Source: an optimization exercise on an open RTL-to-GDS flow (aim: a short achievable clock period and few clock cycles). Production flows keep margins and buffers that such runs may drop.
At most, simulation tests tie the RTL to the original design; equivalence was not proved.

==> inputs of raven <==
## tiny16
module tiny16 (
    input  CLK,
    input  RST,
    input  [7:0] IN,
    output [7:0] OUT,
    output OUT_EN,
    output USBPU,
    output HALTED,
    output [15:0] MEM_ADDR,
    output MEM_WE,
    output [15:0] MEM_WDATA,
    input  [15:0] MEM_RDATA
);
==> flow/config.mk <==
export PLATFORM = sky130hd
export DESIGN_NAME = tiny16
export DESIGN_NICKNAME = tiny16
export VERILOG_FILES = /design/flow/design.v
export SDC_FILE = /design/flow/constraint.sdc
export NUM_CORES = 4
export LEC_CHECK = 0
export CAP_MARGIN = 20
export CORE_MARGIN = 2
export CORE_UTILIZATION = 40
export SLEW_MARGIN = 20
==> flow/constraint.sdc <==
create_clock -name core_clock -period 52.0 [get_ports {CLK}]
set_input_delay 10.4000 -clock core_clock [delete_from_list [all_inputs] [get_ports {CLK}]]
set_output_delay 10.4000 -clock core_clock [all_outputs]
set_load 0.01 [all_outputs]
standard.sh (not shown) runs the stock make flow with config.mk's settings and CLKGATE_MAP_FILE= SYNTH_SCRIPT=/design/flow/synth_recipe.tcl, a recipe that flattens the netlist after the stock synthesis.
==> flow/flow/run.sh <==
#!/bin/bash
# The standard layout (the standard.sh, unchanged), with three ORFS
# settings passed through the environment:
#  - port buffers use a stronger buffer than the default choice;
#  - the purely combinational module tiny16_late (the logic after MEM_RDATA)
#    is mapped by ABC on its own, so that it stays shallow; synth_recipe.tcl
#    flattens it afterwards. It holds no registers.
export SETUP_SLACK_MARGIN=40.5
export BUFFER_PORTS_ARGS="-buffer_cell sky130_fd_sc_hd__buf_4"
export SYNTH_KEEP_MODULES=tiny16_late
bash standard.sh > standard.log 2>&1
==> nickel (differences from raven) <==
--- a/flow/design.v
+++ b/flow/design.v
@@ -12,16 +12,17 @@
     input  [15:0] MEM_RDATA
 );
   assign USBPU = 1'b0;
   localparam DN = 2;             
   reg [15:0] maddr;              
   reg        mwe;
   reg [15:0] mwdata;
   reg [15:0] fpc;                
+  reg        ovr_r, jp_r;        
   reg        fv;                 
   reg        arr_v;              
   localparam QD = 4;             
   reg [15:0] q [0:QD-1];         
   reg [2:0]  qc;                 
   reg [15:0] ir;                 
   reg        ir_v;
   reg [15:0] pce;                
@@ -284,77 +285,76 @@
       end
     end else begin
       qc_n = qc + {2'b0, arr_v};
       for (j = 0; j < QD; j = j + 1) q_ld[j] = (j == qc);
     end
   end
   wire nxt_ok = ir_v_n && (ir_ld || ir_en);
   wire port_free = !redirect && !dacc && !halt && !(run && is_hlt);
-  wire [15:0] hazv;
-  generate for (gi = 0; gi < 16; gi = gi + 1) begin : hzg
-    assign hazv[gi] = ((we_lo || we_hi) && wa == gi) || (w15 && gi == 15) || gi == 1;
-  end endgenerate
   wire [255:0] rvals;
   generate for (gi = 0; gi < 16; gi = gi + 1) begin : rvb
     assign rvals[16 * gi +: 16] = rv[gi];
   end endgenerate
   wire [2:0] qn = qc_n + {2'b0, fv};
   wire can_issue = (qn <= QD - 1);
+  wire [15:0] fpc_x = jp_r ? maddr : ovr_r ? fpc - 16'd1 : fpc;
   reg [15:0] maddr_e, fpc_e;
   reg fv_e, mwe_e;
   reg [1:0] ph_e;
   always @(*) begin
-    maddr_e = maddr; fpc_e = fpc; fv_e = 1'b0; mwe_e = 1'b0;
+    maddr_e = maddr; fpc_e = fpc_x; fv_e = 1'b0; mwe_e = 1'b0;
     if (halt || (run && is_hlt)) begin
       fv_e = 1'b0;
     end else if (redirect) begin
       maddr_e = target; fpc_e = target; fv_e = 1'b1;
     end else if (dacc) begin
       maddr_e = dadr; mwe_e = dwe;
     end else if (can_issue) begin
-      maddr_e = fpc + 16'd1; fpc_e = fpc + 16'd1; fv_e = 1'b1;
+      maddr_e = fpc_x + 16'd1; fpc_e = fpc_x + 16'd1; fv_e = 1'b1;
     end
     ph_e = ph;
     if (run) begin
       if (done) ph_e = 2'd0;
       else if (!(alu_step && is_div)) ph_e = ph + 2'd1;
     end
   end
   wire arr_e = fv && !redirect && !halt;
-  wire [15:0] maddr_d, fpc_d, wdf, ldr_d, ir_d;
+  wire [15:0] maddr_d, wdf, ldr_d, ir_d;
+  wire pre, jp;
   wire [16*QD-1:0] q_all, q_d;
   generate for (gi = 0; gi < QD; gi = gi + 1) begin : qb
     assign q_all[16 * gi +: 16] = q[gi];
   end endgenerate
   wire fv_d, arr_d, jpre_d;
   wire [2:0] qc_d;
   wire [1:0] ph_d;
   tiny16_late late (
     .rdata(MEM_RDATA), .ir_ld(ir_ld), .ir_en(ir_en), .ir(ir), .q(q_all),
     .q_ld(q_ld), .q_sh(q_sh), .nxt_ok(nxt_ok), .port_free(port_free),
-    .hazv(hazv), .rvals(rvals),
-    .maddr_e(maddr_e), .fpc_e(fpc_e), .fpc_q(fpc), .fv_e(fv_e), .arr_e(arr_e), .qc_e(qc_n),
+    .hwe(we_lo || we_hi), .hwa(wa), .w15(w15), .rvals(rvals),
+    .maddr_e(maddr_e), .fv_e(fv_e), .arr_e(arr_e), .qc_e(qc_n),
     .ph_e(ph_e), .jpre(jpre), .ld_arr(ld_arr), .wd(wd), .set_jl(set_jl),
     .res(res[15:0]), .ldr(ldr),
-    .maddr_d(maddr_d), .fpc_d(fpc_d), .fv_d(fv_d), .arr_d(arr_d), .qc_d(qc_d),
+    .maddr_d(maddr_d), .fv_d(fv_d), .pre(pre), .jp(jp), .arr_d(arr_d), .qc_d(qc_d),
     .ph_d(ph_d), .jpre_d(jpre_d), .wdf(wdf), .ldr_d(ldr_d), .ir_d(ir_d), .q_d(q_d)
   );
   integer i;
   always @(posedge CLK or posedge RST) begin
     if (RST) begin
-      maddr <= 16'h0000; mwe <= 1'b0; fpc <= 16'h0000; fv <= 1'b1;
+      maddr <= 16'h0000; mwe <= 1'b0; fpc <= 16'h0000; fv <= 1'b1; ovr_r <= 1'b0; jp_r <= 1'b0;
       arr_v <= 1'b0; qc <= 3'd0; ir_v <= 1'b0;
       pce <= 16'h0000; ph <= 2'd0; dcnt <= 3'd0; jl <= 1'b0; jpre <= 1'b0;
       flags <= 4'h0; halt <= 1'b0; out_r <= 8'h55; out_en <= 1'b0;
       for (i = 2; i < 16; i = i + 1) gpr[i] <= (i == 2) ? 16'h0100 : 16'h0000;
     end else begin
       mwe <= mwe_e;
       arr_v <= arr_d;
-      maddr <= maddr_d; fpc <= fpc_d; fv <= fv_d;
+      maddr <= maddr_d; fpc <= fpc_e; fv <= fv_d;
+      ovr_r <= pre && fv_e; jp_r <= jp;
       ir_v <= ir_v_n; qc <= qc_d;
       jpre <= jpre_d;
       ph <= ph_d;
       if (run) begin
         jl <= set_jl;
         if (done) pce <= redirect_pc ? target : pce + 16'd1;
         if (alu_step && is_div) dcnt <= div_fin ? 3'd0 : dcnt + 3'd1;
         if (fl_we) flags <= is_br ? bflags : nflags;
@@ -386,49 +386,66 @@
 endmodule
 module tiny16_late (
   input  [15:0] rdata,
   input         ir_ld, ir_en,
   input  [15:0] ir,
   input  [63:0] q,
   input  [3:0]  q_ld, q_sh,
   input         nxt_ok, port_free,
-  input  [15:0] hazv,
+  input         hwe, w15,
+  input  [3:0]  hwa,
   input  [255:0] rvals,
-  input  [15:0] maddr_e, fpc_e, fpc_q,
+  input  [15:0] maddr_e,
   input         fv_e, arr_e,
   input  [2:0]  qc_e,
   input  [1:0]  ph_e,
   input         jpre,
   input         ld_arr,
   input  [15:0] wd,
   input         set_jl,
   input  [15:0] res, ldr,
-  output [15:0] maddr_d, fpc_d,
+  output [15:0] maddr_d,
+  output        pre, jp,
   output        fv_d, arr_d,
   output [2:0]  qc_d,
   output [1:0]  ph_d,
   output        jpre_d,
   output [15:0] wdf, ldr_d, ir_d,
   output [63:0] q_d
 );
   localparam QD = 4;             
-  wire [15:0] nxt = ir_ld ? rdata : q[15:0];
-  wire [3:0] n_s = nxt[3:0];
-  wire n_pop = (nxt[15:8] == 8'hA1);
-  wire n_ldm = (nxt[15:8] == 8'h32);
-  wire n_alum = (nxt[15:14] == 2'b01) && (nxt[9:8] == 2'b01);
-  wire n_jalr = (nxt[15:12] == 4'h8) && (n_s != nxt[7:4] || nxt[7:4] == 4'd0);
-  wire h_s = hazv[n_s];
-  wire pre = nxt_ok && port_free && (n_pop ? !hazv[2] : ((n_ldm || n_alum) && !h_s));
-  wire jp = nxt_ok && port_free && n_jalr && !h_s;
-  wire [15:0] r_s = rvals[16 * n_s +: 16];
+  function [2:0] dec;            
+    input [15:0] w;
+    begin
+      dec[2] = (w[15:8] == 8'h32) || ((w[15:14] == 2'b01) && (w[9:8] == 2'b01));
+      dec[1] = (w[15:8] == 8'hA1);
+      dec[0] = (w[15:12] == 4'h8) && (w[3:0] != w[7:4] || w[7:4] == 4'd0);
+    end
+  endfunction
+  wire [2:0] d_r = dec(rdata);
+  wire [2:0] d_q = dec(q[15:0]);
+  function haz;
+    input [3:0] x;
+    haz = (hwe && hwa == x) || (w15 && x == 4'd15) || x == 4'd1;
+  endfunction
+  wire h_r = haz(rdata[3:0]);
+  wire h_q = haz(q[3:0]);
+  wire h_2 = haz(4'd2);
+  wire ok = nxt_ok && port_free;
+  wire pre_r = d_r[1] ? !h_2 : (d_r[2] && !h_r);
+  wire pre_q = d_q[1] ? !h_2 : (d_q[2] && !h_q);
+  assign pre = ok && (ir_ld ? pre_r : pre_q);
+  assign jp = ok && (ir_ld ? (d_r[0] && !h_r) : (d_q[0] && !h_q));
+  wire [15:0] r_r = rvals[16 * rdata[3:0] +: 16];
+  wire [15:0] r_q = rvals[16 * q[3:0] +: 16];
+  wire [15:0] r_s = ir_ld ? r_r : r_q;
+  wire n_pop = ir_ld ? d_r[1] : d_q[1];
   wire [15:0] paddr = n_pop ? rvals[47:32] : r_s;
   assign maddr_d = pre ? paddr : jp ? r_s : maddr_e;
-  assign fpc_d = pre ? fpc_q : jp ? r_s : fpc_e;
   assign fv_d = pre ? 1'b0 : jp ? 1'b1 : fv_e;
   assign arr_d = arr_e && !jp;
   assign qc_d = jp ? 3'd0 : qc_e;
   assign ph_d = pre ? 2'd1 : ph_e;
   assign jpre_d = nxt_ok ? jp : jpre;
   assign wdf = ld_arr ? rdata : wd;
   assign ldr_d = ld_arr ? rdata : set_jl ? res : ldr;
   assign ir_d = ir_ld ? rdata : ir_en ? q[15:0] : ir;
==> impl_metrics.py <==
metrics = {
    "placement": {
        "pre_cts_ws_ps": 38480,
    },
    "floorplan": {
        "start_util_pct": 40.4,
    },
    "critical_path": {
        "crit_slowest_cell": "dfrtp_4",
        "end_kind": "output pin",
    },
    "status": {
        "status": "no timing/DRC/antenna violations",
    },
    "yosys": {
        "synth_top_area_share_pct": 13.6,
    },
    "detailed_routing": {
        "drt_first_pass_iters": 9,
    },
}
The numbers above come from nickel.

==> impl_metrics.py <==
metrics = {
    "critical_path": {
        "crit_slowest_cell": "bufbuf_16",
        "worstReg2RegStart": "ir[4]",
    },
    "yosys": {
        "synth_top_area_share_pct": 13.6,
        "synth_xor_xnor_area_share_pct": 4.58,
        "ys_ff_latch": 482,
    },
    "placement": {
        "pre_cts_ws_ps": 37700,
    },
    "cells_and_area": {
        "multi_input_area_um2": 39100,
    },
    "status": {
        "status": "no timing/DRC/antenna violations",
    },
    "clocking": {
        "cts.sinks": 482,
    },
    "detailed_routing": {
        "drt_first_pass_iters": 7,
    },
}
The numbers above come from raven.

No run of this note included a check of the RTL's function; only the layout flow was run.

* * *

==> 03-21: inputs <==
tiny16, a different RTL version from the one above (not shown whole).
clock: 52.0 ns
lec_check: 0
cap_margin: 20
core_margin: 2
core_utilization: 40
slew_margin: 20
Scripts as last shown in full above: flow/flow/run.sh
==> 04-12: changes against 03-21 <==
--- a/flow/design.v
+++ b/flow/design.v
@@ -14,43 +14,46 @@
   assign USBPU = 1'b0;
   localparam DN = 2;             
   reg [15:0] maddr;              
   reg        mwe;
   reg [15:0] mwdata;
   reg [15:0] fpc;                
   reg        ovr_r, jp_r;        
+  reg [15:0] jtgt;               
   reg        fv;                 
   reg        arr_v;              
   localparam QD = 4;             
   reg [15:0] q [0:QD-1];         
   reg [2:0]  qc;                 
   reg [15:0] ir;                 
   reg        ir_v;
-  reg [15:0] pce;                
+  reg [15:0] rpc;                
   reg [1:0]  ph;                 
   reg [2:0]  dcnt;               
   reg [15:0] ldr;                
   reg        jl;                 
+  reg        lp;                 
+  reg [3:0]  lp_dst;
   reg        jpre;               
   reg [3:0]  flags;              
   reg        halt;
-  reg [7:0]  out_r;
+  reg [7:0]  out_x;              
   reg        out_en;
   reg [7:0]  in_r;
   reg [15:0] gpr [2:15];
   reg [15:0] dq, dr, db;         
   reg [17:0] d3;                 
   reg        dv_busy;
   reg [3:0]  dv_dst;
   reg        dv_mod, dv_a15, dv_b15;
   reg        dv_fsup;            
   assign MEM_ADDR  = maddr;
   assign MEM_WE    = mwe;
   assign MEM_WDATA = mwdata;
-  assign OUT       = out_r;
+  assign OUT       = out_x ^ 8'h55;
   assign OUT_EN    = out_en;
   assign HALTED    = halt;
   wire [3:0] op = ir[15:12];
   wire [3:0] fn = ir[11:8];
   wire [3:0] rd = ir[7:4];
   wire [3:0] rs = ir[3:0];
   wire is_alu   = (op[3:2] == 2'b01);
@@ -69,15 +72,14 @@
   wire is_hlt   = (op == 4'd0 && fn == 4'd15);
   wire is_lli   = (op == 4'd1);
   wire is_lui   = (op == 4'd2);
   wire is_mov0  = (op == 4'd3 && fn == 4'd0);
   wire is_mov1  = (op == 4'd3 && fn == 4'd1);
   wire is_jalr  = (op == 4'd8);
   wire is_br    = (op == 4'd9);
-  wire [15:0] rpc = pce + 16'd1;            
   wire [15:0] rv [0:15];
   assign rv[0] = 16'h0000;
   assign rv[1] = rpc;
   genvar gi;
   generate for (gi = 2; gi < 16; gi = gi + 1) begin : rvg
     assign rv[gi] = gpr[gi];
   end endgenerate
@@ -160,17 +162,28 @@
       4'd5: br_take = !bflags[2];
       4'd6: br_take = bflags[3];
       4'd7: br_take = !bflags[3];
       default: br_take = 1'b0;
     endcase
   end
   wire dstall = dv_busy && ((alu_step && is_div) || ph == 2'd0 && !jl && (is_div || is_hlt || (is_alu && (aop_i == 4'd2 || aop_i == 4'd3)) ||
-                            dv_dst == rd || dv_dst == rs || dv_dst == fn ||
-                            dv_dst == 4'd2 || dv_dst == 4'd3 || dv_dst == 4'd15));
-  wire run = ir_v && !halt && !dstall;
+                            dv_dst == rd || dv_dst == rs ||
+                            (dv_dst == fn && (is_lli || is_lui)) ||
+                            (dv_dst == 4'd2 && (is_push || is_pop)) ||
+                            (dv_dst == 4'd3 && is_br) ||
+                            (dv_dst == 4'd15 && is_alu && (alu_imm || alu_mem))));
+  wire lstall = lp && ph == 2'd0 && !jl && (lp_dst == rd || lp_dst == rs ||
+                            (lp_dst == fn && (is_lli || is_lui)) ||
+                            (lp_dst == 4'd2 && (is_push || is_pop)) ||
+                            (lp_dst == 4'd3 && is_br) ||
+                            (lp_dst == 4'd15 && is_alu && (alu_imm || alu_mem)));
+  wire ld_simple = (is_ldm && rd != 4'd1) || (is_pop && rd != 4'd1 && rd != 4'd2);
+  wire run = ir_v && !dstall && !lstall;
+  wire hlt_now = run && is_hlt;
+  wire lp_set = run && is_ld && ph == 2'd1 && ld_simple;
   wire alu_done = alu_step && !is_div;
   wire dv_start = run && alu_step && is_div;
   wire dv_fin = dv_busy && dcnt == DN;
   wire [15:0] dres = dv_mod ? nr : nq;
   wire [3:0] dflags = {(dv_a15 == dv_b15) && (dres[15] != dv_a15), 1'b0, dres[15], dres == 16'h0};
   wire [15:0] sp_m1 = sp - 16'd1;
   wire [15:0] sp_p1 = sp + 16'd1;
@@ -202,15 +215,18 @@
     set_jl = 1'b0;
     if (run && jl) begin
       done = 1'b1; redir_x = 1'b1; tx = ldr;
     end else if (run) begin
       if (is_ld) begin
         case (ph)
           2'd0: dacc = 1'b1;
-          2'd1: if (is_pop) begin we_lo = 1'b1; we_hi = 1'b1; wa = 4'd2; wd = sp_p1; end
+          2'd1: begin
+            done = ld_simple;
+            if (is_pop) begin we_lo = 1'b1; we_hi = 1'b1; wa = 4'd2; wd = sp_p1; end
+          end
           2'd2: begin
             ld_arr = 1'b1;
             set_jl = (is_ldm || is_pop) && rd == 4'd1;
             done = !ld_post && !set_jl;
             if (!set_jl) begin
               we_lo = 1'b1; we_hi = 1'b1;
               wa = alu_mem && is_alu ? 4'd15 : rd;
@@ -274,15 +290,15 @@
   reg ir_ld, ir_en;              
   reg [QD-1:0] q_ld, q_sh;       
   integer j;
   always @(*) begin
     ir_v_n = ir_v; qc_n = qc;
     ir_ld = 1'b0; ir_en = 1'b0;
     q_ld = {QD{1'b0}}; q_sh = {QD{1'b0}};
-    if (redirect || halt) begin
+    if (redirect || hlt_now) begin
       ir_v_n = 1'b0; qc_n = 3'd0;
     end else if (take) begin
       if (qc != 3'd0) begin
         ir_en = 1'b1; ir_v_n = 1'b1;
         qc_n = qc - 3'd1 + {2'b0, arr_v};
         for (j = 0; j < QD - 1; j = j + 1) begin
           q_sh[j] = (j + 1 < qc);
@@ -294,75 +310,77 @@
       end
     end else begin
       qc_n = qc + {2'b0, arr_v};
       for (j = 0; j < QD; j = j + 1) q_ld[j] = (j == qc);
     end
   end
   wire nxt_ok = ir_v_n && (ir_ld || ir_en);
-  wire port_free = !redirect && !dacc && !halt && !(run && is_hlt);
+  wire port_free = !redirect && !dacc && !hlt_now;
   wire [255:0] rvals;
   generate for (gi = 0; gi < 16; gi = gi + 1) begin : rvb
     assign rvals[16 * gi +: 16] = rv[gi];
   end endgenerate
   wire [2:0] qn = qc_n + {2'b0, fv};
   wire can_issue = (qn <= QD - 1);
-  wire [15:0] fpc_x = jp_r ? maddr : ovr_r ? fpc - 16'd1 : fpc;
+  wire [15:0] fpc_x = jp_r ? jtgt : ovr_r ? fpc - 16'd1 : fpc;
   reg [15:0] maddr_e, fpc_e;
   reg fv_e, mwe_e;
   reg [1:0] ph_e;
   always @(*) begin
-    maddr_e = maddr; fpc_e = fpc_x; fv_e = 1'b0; mwe_e = 1'b0;
-    if (halt || (run && is_hlt)) begin
+    maddr_e = fpc_x + 16'd1; fpc_e = fpc_x; fv_e = 1'b0; mwe_e = 1'b0;
+    if (halt || hlt_now) begin
       fv_e = 1'b0;
     end else if (redirect) begin
       maddr_e = target; fpc_e = target; fv_e = 1'b1;
     end else if (dacc) begin
       maddr_e = dadr; mwe_e = dwe;
     end else if (can_issue) begin
       maddr_e = fpc_x + 16'd1; fpc_e = fpc_x + 16'd1; fv_e = 1'b1;
     end
     ph_e = ph;
     if (run) begin
       if (done) ph_e = 2'd0;
       else if (!(alu_step && is_div)) ph_e = ph + 2'd1;
     end
   end
-  wire arr_e = fv && !redirect && !halt;
+  wire arr_e = fv && !redirect && !hlt_now;
   wire [15:0] maddr_d, wdf, ldr_d, ir_d;
   wire pre, jp;
+  wire [15:0] jt;
   wire [16*QD-1:0] q_all, q_d;
   generate for (gi = 0; gi < QD; gi = gi + 1) begin : qb
     assign q_all[16 * gi +: 16] = q[gi];
   end endgenerate
   wire fv_d, arr_d, jpre_d;
   wire [2:0] qc_d;
   wire [1:0] ph_d;
   tiny16_late late (
     .rdata(MEM_RDATA), .ir_ld(ir_ld), .ir_en(ir_en), .ir(ir), .q(q_all),
     .q_ld(q_ld), .q_sh(q_sh), .nxt_ok(nxt_ok), .port_free(port_free),
-    .hwe(we_lo || we_hi), .hwa(wa), .w15(w15), .dvb(dv_busy || dv_start), .dvd(dv_dst), .rvals(rvals),
+    .hwe(we_lo || we_hi), .hwa(wa), .w15(w15), .dvb(dv_busy || dv_start), .dvd(dv_dst),
+    .lpb(lp), .lpd(lp_dst), .lsb(lp_set), .lsd(rd), .rvals(rvals),
     .maddr_e(maddr_e), .fv_e(fv_e), .arr_e(arr_e), .qc_e(qc_n),
     .ph_e(ph_e), .jpre(jpre), .ld_arr(ld_arr), .wd(wd), .set_jl(set_jl || (dv_fin && dv_dst == 4'd1)),
     .res(set_jl ? res[15:0] : dres), .ldr(ldr),
-    .maddr_d(maddr_d), .fv_d(fv_d), .pre(pre), .jp(jp), .arr_d(arr_d), .qc_d(qc_d),
+    .maddr_d(maddr_d), .fv_d(fv_d), .pre(pre), .jp(jp), .jt(jt), .arr_d(arr_d), .qc_d(qc_d),
     .ph_d(ph_d), .jpre_d(jpre_d), .wdf(wdf), .ldr_d(ldr_d), .ir_d(ir_d), .q_d(q_d)
   );
   integer i;
   always @(posedge CLK or posedge RST) begin
     if (RST) begin
-      maddr <= 16'h0000; mwe <= 1'b0; fpc <= 16'h0000; fv <= 1'b1; ovr_r <= 1'b0; jp_r <= 1'b0;
+      mwe <= 1'b0; fpc <= 16'hFFFF; fv <= 1'b0; ovr_r <= 1'b0; jp_r <= 1'b0;
       arr_v <= 1'b0; qc <= 3'd0; ir_v <= 1'b0;
-      pce <= 16'h0000; ph <= 2'd0; dcnt <= 3'd0; jl <= 1'b0; jpre <= 1'b0;
+      rpc <= 16'h0001; ph <= 2'd0; dcnt <= 3'd0; jl <= 1'b0; jpre <= 1'b0; lp <= 1'b0;
       dv_busy <= 1'b0;
-      flags <= 4'h0; halt <= 1'b0; out_r <= 8'h55; out_en <= 1'b0;
+      flags <= 4'h0; halt <= 1'b0; out_x <= 8'h00; out_en <= 1'b0;
       for (i = 2; i < 16; i = i + 1) gpr[i] <= (i == 2) ? 16'h0100 : 16'h0000;
     end else begin
       mwe <= mwe_e;
       arr_v <= arr_d;
-      maddr <= maddr_d; fpc <= fpc_e; fv <= fv_d;
+      fpc <= fpc_e; fv <= fv_d;
       ovr_r <= pre && fv_e; jp_r <= jp;
       ir_v <= ir_v_n; qc <= qc_d;
       jpre <= jpre_d;
       ph <= ph_d;
       if (dv_start) begin
         dv_busy <= 1'b1; dcnt <= 3'd1; dv_dst <= rd; dv_mod <= (aop_i == 4'd6);
         dv_a15 <= a_op[15]; dv_b15 <= b_op[15]; dv_fsup <= 1'b0;
@@ -370,35 +388,40 @@
         dcnt <= dcnt + 3'd1;
         if (dv_fin) dv_busy <= 1'b0;
         if (run && fl_we) dv_fsup <= 1'b1;
       end
       if (dv_fin && !dv_fsup) flags <= dflags;
       if (dv_fin && dv_dst > 4'd1) gpr[dv_dst] <= dres;
       if (dv_fin && dv_dst == 4'd1) jl <= 1'b1;
+      lp <= lp_set;
+      if (lp && lp_dst > 4'd1) gpr[lp_dst] <= MEM_RDATA;
       if (run) begin
         jl <= set_jl;
-        if (done) pce <= redirect_pc ? target : pce + 16'd1;
+        if (done) rpc <= (redirect_pc ? target : rpc) + 16'd1;
         if (fl_we) flags <= is_br ? bflags : nflags;
         if (is_hlt && !jl) halt <= 1'b1;
         if (w15) gpr[15] <= {12'b0, rs};
         for (i = 2; i < 16; i = i + 1) begin
           if (wa == i && we_lo) gpr[i][7:0] <= wdf[7:0];
           if (wa == i && we_hi) gpr[i][15:8] <= wdf[15:8];
         end
       end
       out_en <= run && is_out;
-      if (run && is_out) out_r <= ra_v[7:0];
+      out_x <= ra_v[7:0] ^ 8'h55;    
     end
   end
   always @(posedge CLK) begin
     ir <= ir_d;
     for (i = 0; i < QD; i = i + 1) q[i] <= q_d[16 * i +: 16];
     in_r <= IN;
-    if (dacc && dwe) mwdata <= ddat;
+    maddr <= maddr_d;              
+    mwdata <= ddat;                
+    jtgt <= jt;
     ldr <= ldr_d;
+    lp_dst <= rd;
     if (dv_start) begin
       dq <= {a_op[11:0], fq}; dr <= {12'h0, fr[3:0]}; db <= b_op; d3 <= d3_n;
     end else if (dv_busy) begin
       dq <= nq; dr <= nr;
     end
   end
 endmodule
@@ -407,26 +430,29 @@
   input         ir_ld, ir_en,
   input  [15:0] ir,
   input  [63:0] q,
   input  [3:0]  q_ld, q_sh,
   input         nxt_ok, port_free,
   input         hwe, w15, dvb,
   input  [3:0]  hwa, dvd,
+  input         lpb, lsb,
+  input  [3:0]  lpd, lsd,
   input  [255:0] rvals,
   input  [15:0] maddr_e,
   input         fv_e, arr_e,
   input  [2:0]  qc_e,
   input  [1:0]  ph_e,
   input         jpre,
   input         ld_arr,
   input  [15:0] wd,
   input         set_jl,
   input  [15:0] res, ldr,
   output [15:0] maddr_d,
   output        pre, jp,
+  output [15:0] jt,
   output        fv_d, arr_d,
   output [2:0]  qc_d,
   output [1:0]  ph_d,
   output        jpre_d,
   output [15:0] wdf, ldr_d, ir_d,
   output [63:0] q_d
 );
@@ -435,34 +461,29 @@
     input [15:0] w;
     begin
       dec[2] = (w[15:8] == 8'h32) || ((w[15:14] == 2'b01) && (w[9:8] == 2'b01));
       dec[1] = (w[15:8] == 8'hA1);
       dec[0] = (w[15:12] == 4'h8) && (w[3:0] != w[7:4] || w[7:4] == 4'd0);
     end
   endfunction
-  wire [2:0] d_r = dec(rdata);
-  wire [2:0] d_q = dec(q[15:0]);
   function haz;
     input [3:0] x;
-    haz = (hwe && hwa == x) || (w15 && x == 4'd15) || x == 4'd1 || (dvb && dvd == x);
+    haz = (hwe && hwa == x) || (w15 && x == 4'd15) || x == 4'd1 || (dvb && dvd == x) ||
+          (lpb && lpd == x) || (lsb && lsd == x);
   endfunction
-  wire h_r = haz(rdata[3:0]);
+  wire [2:0] d_q = dec(q[15:0]);
   wire h_q = haz(q[3:0]);
   wire h_2 = haz(4'd2);
-  wire ok = nxt_ok && port_free && !dvb;
-  wire pre_r = d_r[1] ? !h_2 : (d_r[2] && !h_r);
-  wire pre_q = d_q[1] ? !h_2 : (d_q[2] && !h_q);
-  assign pre = ok && (ir_ld ? pre_r : pre_q);
-  assign jp = ok && (ir_ld ? (d_r[0] && !h_r) : (d_q[0] && !h_q));
-  wire [15:0] r_r = rvals[16 * rdata[3:0] +: 16];
-  wire [15:0] r_q = rvals[16 * q[3:0] +: 16];
-  wire [15:0] r_s = ir_ld ? r_r : r_q;
-  wire n_pop = ir_ld ? d_r[1] : d_q[1];
-  wire [15:0] paddr = n_pop ? rvals[47:32] : r_s;
+  wire ok = nxt_ok && port_free && !dvb && !ir_ld;
+  assign pre = ok && (d_q[1] ? !h_2 : (d_q[2] && !h_q));
+  assign jp = ok && d_q[0] && !h_q;
+  wire [15:0] r_s = rvals[16 * q[3:0] +: 16];
+  wire [15:0] paddr = d_q[1] ? rvals[47:32] : r_s;
   assign maddr_d = pre ? paddr : jp ? r_s : maddr_e;
+  assign jt = r_s;
   assign fv_d = pre ? 1'b0 : jp ? 1'b1 : fv_e;
   assign arr_d = arr_e && !jp;
   assign qc_d = jp ? 3'd0 : qc_e;
   assign ph_d = pre ? 2'd1 : ph_e;
   assign jpre_d = nxt_ok ? jp : jpre;
   assign wdf = ld_arr ? rdata : wd;
   assign ldr_d = ld_arr ? rdata : set_jl ? res : ldr;
==> flow/flow/run.sh (replaced) <==
#!/bin/bash
# The standard layout (the standard.sh, unchanged), with two ORFS settings
# passed through the environment:
#  - port buffers use a stronger buffer than the default choice.
export SETUP_SLACK_MARGIN=41
export BUFFER_PORTS_ARGS="-buffer_cell sky130_fd_sc_hd__buf_4"
bash standard.sh > standard.log 2>&1
==> 04-10: changes against 03-21 <==
--- a/flow/design.v
+++ b/flow/design.v
@@ -14,43 +14,44 @@
   assign USBPU = 1'b0;
   localparam DN = 2;             
   reg [15:0] maddr;              
   reg        mwe;
   reg [15:0] mwdata;
   reg [15:0] fpc;                
   reg        ovr_r, jp_r;        
+  reg [15:0] jtgt;               
   reg        fv;                 
   reg        arr_v;              
   localparam QD = 4;             
   reg [15:0] q [0:QD-1];         
   reg [2:0]  qc;                 
   reg [15:0] ir;                 
   reg        ir_v;
-  reg [15:0] pce;                
+  reg [15:0] rpc;                
   reg [1:0]  ph;                 
   reg [2:0]  dcnt;               
   reg [15:0] ldr;                
   reg        jl;                 
   reg        jpre;               
   reg [3:0]  flags;              
   reg        halt;
-  reg [7:0]  out_r;
+  reg [7:0]  out_x;              
   reg        out_en;
   reg [7:0]  in_r;
   reg [15:0] gpr [2:15];
   reg [15:0] dq, dr, db;         
   reg [17:0] d3;                 
   reg        dv_busy;
   reg [3:0]  dv_dst;
   reg        dv_mod, dv_a15, dv_b15;
   reg        dv_fsup;            
   assign MEM_ADDR  = maddr;
   assign MEM_WE    = mwe;
   assign MEM_WDATA = mwdata;
-  assign OUT       = out_r;
+  assign OUT       = out_x ^ 8'h55;
   assign OUT_EN    = out_en;
   assign HALTED    = halt;
   wire [3:0] op = ir[15:12];
   wire [3:0] fn = ir[11:8];
   wire [3:0] rd = ir[7:4];
   wire [3:0] rs = ir[3:0];
   wire is_alu   = (op[3:2] == 2'b01);
@@ -69,15 +70,14 @@
   wire is_hlt   = (op == 4'd0 && fn == 4'd15);
   wire is_lli   = (op == 4'd1);
   wire is_lui   = (op == 4'd2);
   wire is_mov0  = (op == 4'd3 && fn == 4'd0);
   wire is_mov1  = (op == 4'd3 && fn == 4'd1);
   wire is_jalr  = (op == 4'd8);
   wire is_br    = (op == 4'd9);
-  wire [15:0] rpc = pce + 16'd1;            
   wire [15:0] rv [0:15];
   assign rv[0] = 16'h0000;
   assign rv[1] = rpc;
   genvar gi;
   generate for (gi = 2; gi < 16; gi = gi + 1) begin : rvg
     assign rv[gi] = gpr[gi];
   end endgenerate
@@ -160,16 +160,19 @@
       4'd5: br_take = !bflags[2];
       4'd6: br_take = bflags[3];
       4'd7: br_take = !bflags[3];
       default: br_take = 1'b0;
     endcase
   end
   wire dstall = dv_busy && ((alu_step && is_div) || ph == 2'd0 && !jl && (is_div || is_hlt || (is_alu && (aop_i == 4'd2 || aop_i == 4'd3)) ||
-                            dv_dst == rd || dv_dst == rs || dv_dst == fn ||
-                            dv_dst == 4'd2 || dv_dst == 4'd3 || dv_dst == 4'd15));
+                            dv_dst == rd || dv_dst == rs ||
+                            (dv_dst == fn && (is_lli || is_lui)) ||
+                            (dv_dst == 4'd2 && (is_push || is_pop)) ||
+                            (dv_dst == 4'd3 && is_br) ||
+                            (dv_dst == 4'd15 && is_alu && (alu_imm || alu_mem))));
   wire run = ir_v && !halt && !dstall;
   wire alu_done = alu_step && !is_div;
   wire dv_start = run && alu_step && is_div;
   wire dv_fin = dv_busy && dcnt == DN;
   wire [15:0] dres = dv_mod ? nr : nq;
   wire [3:0] dflags = {(dv_a15 == dv_b15) && (dres[15] != dv_a15), 1'b0, dres[15], dres == 16'h0};
   wire [15:0] sp_m1 = sp - 16'd1;
@@ -301,20 +304,20 @@
   wire port_free = !redirect && !dacc && !halt && !(run && is_hlt);
   wire [255:0] rvals;
   generate for (gi = 0; gi < 16; gi = gi + 1) begin : rvb
     assign rvals[16 * gi +: 16] = rv[gi];
   end endgenerate
   wire [2:0] qn = qc_n + {2'b0, fv};
   wire can_issue = (qn <= QD - 1);
-  wire [15:0] fpc_x = jp_r ? maddr : ovr_r ? fpc - 16'd1 : fpc;
+  wire [15:0] fpc_x = jp_r ? jtgt : ovr_r ? fpc - 16'd1 : fpc;
   reg [15:0] maddr_e, fpc_e;
   reg fv_e, mwe_e;
   reg [1:0] ph_e;
   always @(*) begin
-    maddr_e = maddr; fpc_e = fpc_x; fv_e = 1'b0; mwe_e = 1'b0;
+    maddr_e = fpc_x + 16'd1; fpc_e = fpc_x; fv_e = 1'b0; mwe_e = 1'b0;
     if (halt || (run && is_hlt)) begin
       fv_e = 1'b0;
     end else if (redirect) begin
       maddr_e = target; fpc_e = target; fv_e = 1'b1;
     end else if (dacc) begin
       maddr_e = dadr; mwe_e = dwe;
     end else if (can_issue) begin
@@ -325,39 +328,40 @@
       if (done) ph_e = 2'd0;
       else if (!(alu_step && is_div)) ph_e = ph + 2'd1;
     end
   end
   wire arr_e = fv && !redirect && !halt;
   wire [15:0] maddr_d, wdf, ldr_d, ir_d;
   wire pre, jp;
+  wire [15:0] jt;
   wire [16*QD-1:0] q_all, q_d;
   generate for (gi = 0; gi < QD; gi = gi + 1) begin : qb
     assign q_all[16 * gi +: 16] = q[gi];
   end endgenerate
   wire fv_d, arr_d, jpre_d;
   wire [2:0] qc_d;
   wire [1:0] ph_d;
   tiny16_late late (
     .rdata(MEM_RDATA), .ir_ld(ir_ld), .ir_en(ir_en), .ir(ir), .q(q_all),
     .q_ld(q_ld), .q_sh(q_sh), .nxt_ok(nxt_ok), .port_free(port_free),
     .hwe(we_lo || we_hi), .hwa(wa), .w15(w15), .dvb(dv_busy || dv_start), .dvd(dv_dst), .rvals(rvals),
     .maddr_e(maddr_e), .fv_e(fv_e), .arr_e(arr_e), .qc_e(qc_n),
     .ph_e(ph_e), .jpre(jpre), .ld_arr(ld_arr), .wd(wd), .set_jl(set_jl || (dv_fin && dv_dst == 4'd1)),
     .res(set_jl ? res[15:0] : dres), .ldr(ldr),
-    .maddr_d(maddr_d), .fv_d(fv_d), .pre(pre), .jp(jp), .arr_d(arr_d), .qc_d(qc_d),
+    .maddr_d(maddr_d), .fv_d(fv_d), .pre(pre), .jp(jp), .jt(jt), .arr_d(arr_d), .qc_d(qc_d),
     .ph_d(ph_d), .jpre_d(jpre_d), .wdf(wdf), .ldr_d(ldr_d), .ir_d(ir_d), .q_d(q_d)
   );
   integer i;
   always @(posedge CLK or posedge RST) begin
     if (RST) begin
       maddr <= 16'h0000; mwe <= 1'b0; fpc <= 16'h0000; fv <= 1'b1; ovr_r <= 1'b0; jp_r <= 1'b0;
       arr_v <= 1'b0; qc <= 3'd0; ir_v <= 1'b0;
-      pce <= 16'h0000; ph <= 2'd0; dcnt <= 3'd0; jl <= 1'b0; jpre <= 1'b0;
+      rpc <= 16'h0001; ph <= 2'd0; dcnt <= 3'd0; jl <= 1'b0; jpre <= 1'b0;
       dv_busy <= 1'b0;
-      flags <= 4'h0; halt <= 1'b0; out_r <= 8'h55; out_en <= 1'b0;
+      flags <= 4'h0; halt <= 1'b0; out_x <= 8'h00; out_en <= 1'b0;
       for (i = 2; i < 16; i = i + 1) gpr[i] <= (i == 2) ? 16'h0100 : 16'h0000;
     end else begin
       mwe <= mwe_e;
       arr_v <= arr_d;
       maddr <= maddr_d; fpc <= fpc_e; fv <= fv_d;
       ovr_r <= pre && fv_e; jp_r <= jp;
       ir_v <= ir_v_n; qc <= qc_d;
@@ -372,32 +376,33 @@
         if (run && fl_we) dv_fsup <= 1'b1;
       end
       if (dv_fin && !dv_fsup) flags <= dflags;
       if (dv_fin && dv_dst > 4'd1) gpr[dv_dst] <= dres;
       if (dv_fin && dv_dst == 4'd1) jl <= 1'b1;
       if (run) begin
         jl <= set_jl;
-        if (done) pce <= redirect_pc ? target : pce + 16'd1;
+        if (done) rpc <= (redirect_pc ? target : rpc) + 16'd1;
         if (fl_we) flags <= is_br ? bflags : nflags;
         if (is_hlt && !jl) halt <= 1'b1;
         if (w15) gpr[15] <= {12'b0, rs};
         for (i = 2; i < 16; i = i + 1) begin
           if (wa == i && we_lo) gpr[i][7:0] <= wdf[7:0];
           if (wa == i && we_hi) gpr[i][15:8] <= wdf[15:8];
         end
       end
       out_en <= run && is_out;
-      if (run && is_out) out_r <= ra_v[7:0];
+      if (run && is_out) out_x <= ra_v[7:0] ^ 8'h55;
     end
   end
   always @(posedge CLK) begin
     ir <= ir_d;
     for (i = 0; i < QD; i = i + 1) q[i] <= q_d[16 * i +: 16];
     in_r <= IN;
-    if (dacc && dwe) mwdata <= ddat;
+    mwdata <= ddat;                
+    jtgt <= jt;
     ldr <= ldr_d;
     if (dv_start) begin
       dq <= {a_op[11:0], fq}; dr <= {12'h0, fr[3:0]}; db <= b_op; d3 <= d3_n;
     end else if (dv_busy) begin
       dq <= nq; dr <= nr;
     end
   end
@@ -419,14 +424,15 @@
   input         jpre,
   input         ld_arr,
   input  [15:0] wd,
   input         set_jl,
   input  [15:0] res, ldr,
   output [15:0] maddr_d,
   output        pre, jp,
+  output [15:0] jt,
   output        fv_d, arr_d,
   output [2:0]  qc_d,
   output [1:0]  ph_d,
   output        jpre_d,
   output [15:0] wdf, ldr_d, ir_d,
   output [63:0] q_d
 );
@@ -455,14 +461,15 @@
   assign jp = ok && (ir_ld ? (d_r[0] && !h_r) : (d_q[0] && !h_q));
   wire [15:0] r_r = rvals[16 * rdata[3:0] +: 16];
   wire [15:0] r_q = rvals[16 * q[3:0] +: 16];
   wire [15:0] r_s = ir_ld ? r_r : r_q;
   wire n_pop = ir_ld ? d_r[1] : d_q[1];
   wire [15:0] paddr = n_pop ? rvals[47:32] : r_s;
   assign maddr_d = pre ? paddr : jp ? r_s : maddr_e;
+  assign jt = r_s;
   assign fv_d = pre ? 1'b0 : jp ? 1'b1 : fv_e;
   assign arr_d = arr_e && !jp;
   assign qc_d = jp ? 3'd0 : qc_e;
   assign ph_d = pre ? 2'd1 : ph_e;
   assign jpre_d = nxt_ok ? jp : jpre;
   assign wdf = ld_arr ? rdata : wd;
   assign ldr_d = ld_arr ? rdata : set_jl ? res : ldr;
==> flow/flow/run.sh (replaced) <==
#!/bin/bash
# The standard layout (the standard.sh, unchanged), with two ORFS settings
# passed through the environment:
#  - port buffers use a stronger buffer than the default choice.
export SETUP_SLACK_MARGIN=41
export BUFFER_PORTS_ARGS="-buffer_cell sky130_fd_sc_hd__buf_4"
bash standard.sh > standard.log 2>&1
==> impl_results.md <==
- WHS Endpoint: dcnt[1]$_DFFE_PP0N_
- Synth Area in Compound Gates: 27.1%
- Worst r2r src: ir[6]$_DFFE_PN_
- Status: complete, no violations
- Final HPWL DP: roughly 290000 µm
- Highest-count cells in the layout ignoring fill and taps: nand2_1, nor2_1, a21oi_1
- Critical-path top delay cell: a31oi_4
- Final hold slack: 535 ps
- Adder-Cell Fraction of Synth Area: 11.3%
- Post-cts sizing count: 283
- Comb_multi_in: 6089
- Setup WS pre-CTS: 38430 ps
(the above is from 04-10)
==> impl_results.md <==
- Adder-Cell Fraction of Synth Area: 11.4%
- Crit. End Element: output port
- Final hold slack: 482 ps
- Largest delay share family, worst path: flip-flops
- Status: complete, no violations
- Comb_multi_in: 6106
- Final HPWL DP: 254000 µm
- Critical-path top delay cell: dfrtp_2
- Number of synthesized flops with an enable pin: 75
- Worst r2r src: ir[3]$_DFF_P_
- XOR/XNOR share of the synthesized area: around 4.6%
- Post-cts sizing count: 121
- WHS Endpoint: q[3][11]$_DFF_P_
(the above is from 03-21)
==> impl_results.md <==
- Status: complete, no violations
- Post-cts sizing count: 155
- Post-synthesis mux area share: 7.77%
- Setup WS pre-CTS: 37960 ps
- Highest-count cells in the layout ignoring fill and taps: nand2_1, nor2_1, a21oi_1
- Final hold slack: 510 ps
- Placed cell areas: about 64000 µm²
- Adder-Cell Fraction of Synth Area: 11.0%
- Worst r2r src: ir[0]$_DFFE_PN_
- Critical-path top delay cell: dfrtp_2
- Comb_multi_in: just over 6000
- DR vias: 68100
- Final HPWL DP: around 280000 µm
(the above is from 04-12)
Testbench counts of 04-12, summed over its fixed seeds: cycles 37,663.
Testbench counts of 04-10, summed over its fixed seeds: cycles 37,472.
Function not checked in 03-21: the RTL went through the layout flow alone.

-- separate check: timing with driven ports --
How much do the figures lean on ideal ports? The routed layouts below were timed once more, with nothing changed but the port constraints.
Step 1 (the two cells are an assumption about what drives the block):
set clk [get_ports {CLK}]
set_driving_cell -lib_cell sky130_fd_sc_hd__clkbuf_16 $clk
set_driving_cell -lib_cell sky130_fd_sc_hd__buf_2 [delete_from_list [all_inputs] $clk]
Step 2 also shifts input and output timing later by t, the mid clock arrival at the registers, as if the neighbouring blocks saw the same clock.
Slacks: no drivers / after step 1 / after step 2; pairs: no drivers / after step 1.
run	t (ns)	setup slack, ns	worst setup path at the end
raven	0.772	39.650 / 39.681 / 38.909	input to register
nickel	0.788	40.067 / 39.989 / 39.540	input to register
03-21	0.829	40.061 / 39.975 / 39.607	input to register
04-12	0.791	40.257 / 40.171 / 40.256	input to register
04-10	0.795	39.947 / 39.986 / 39.190	input to register
After both steps setup and hold are still met in every run listed. For 04-10, which loses most, drivers alone change the setup slack by +0.039 ns; drivers and shift together by -0.757 ns.
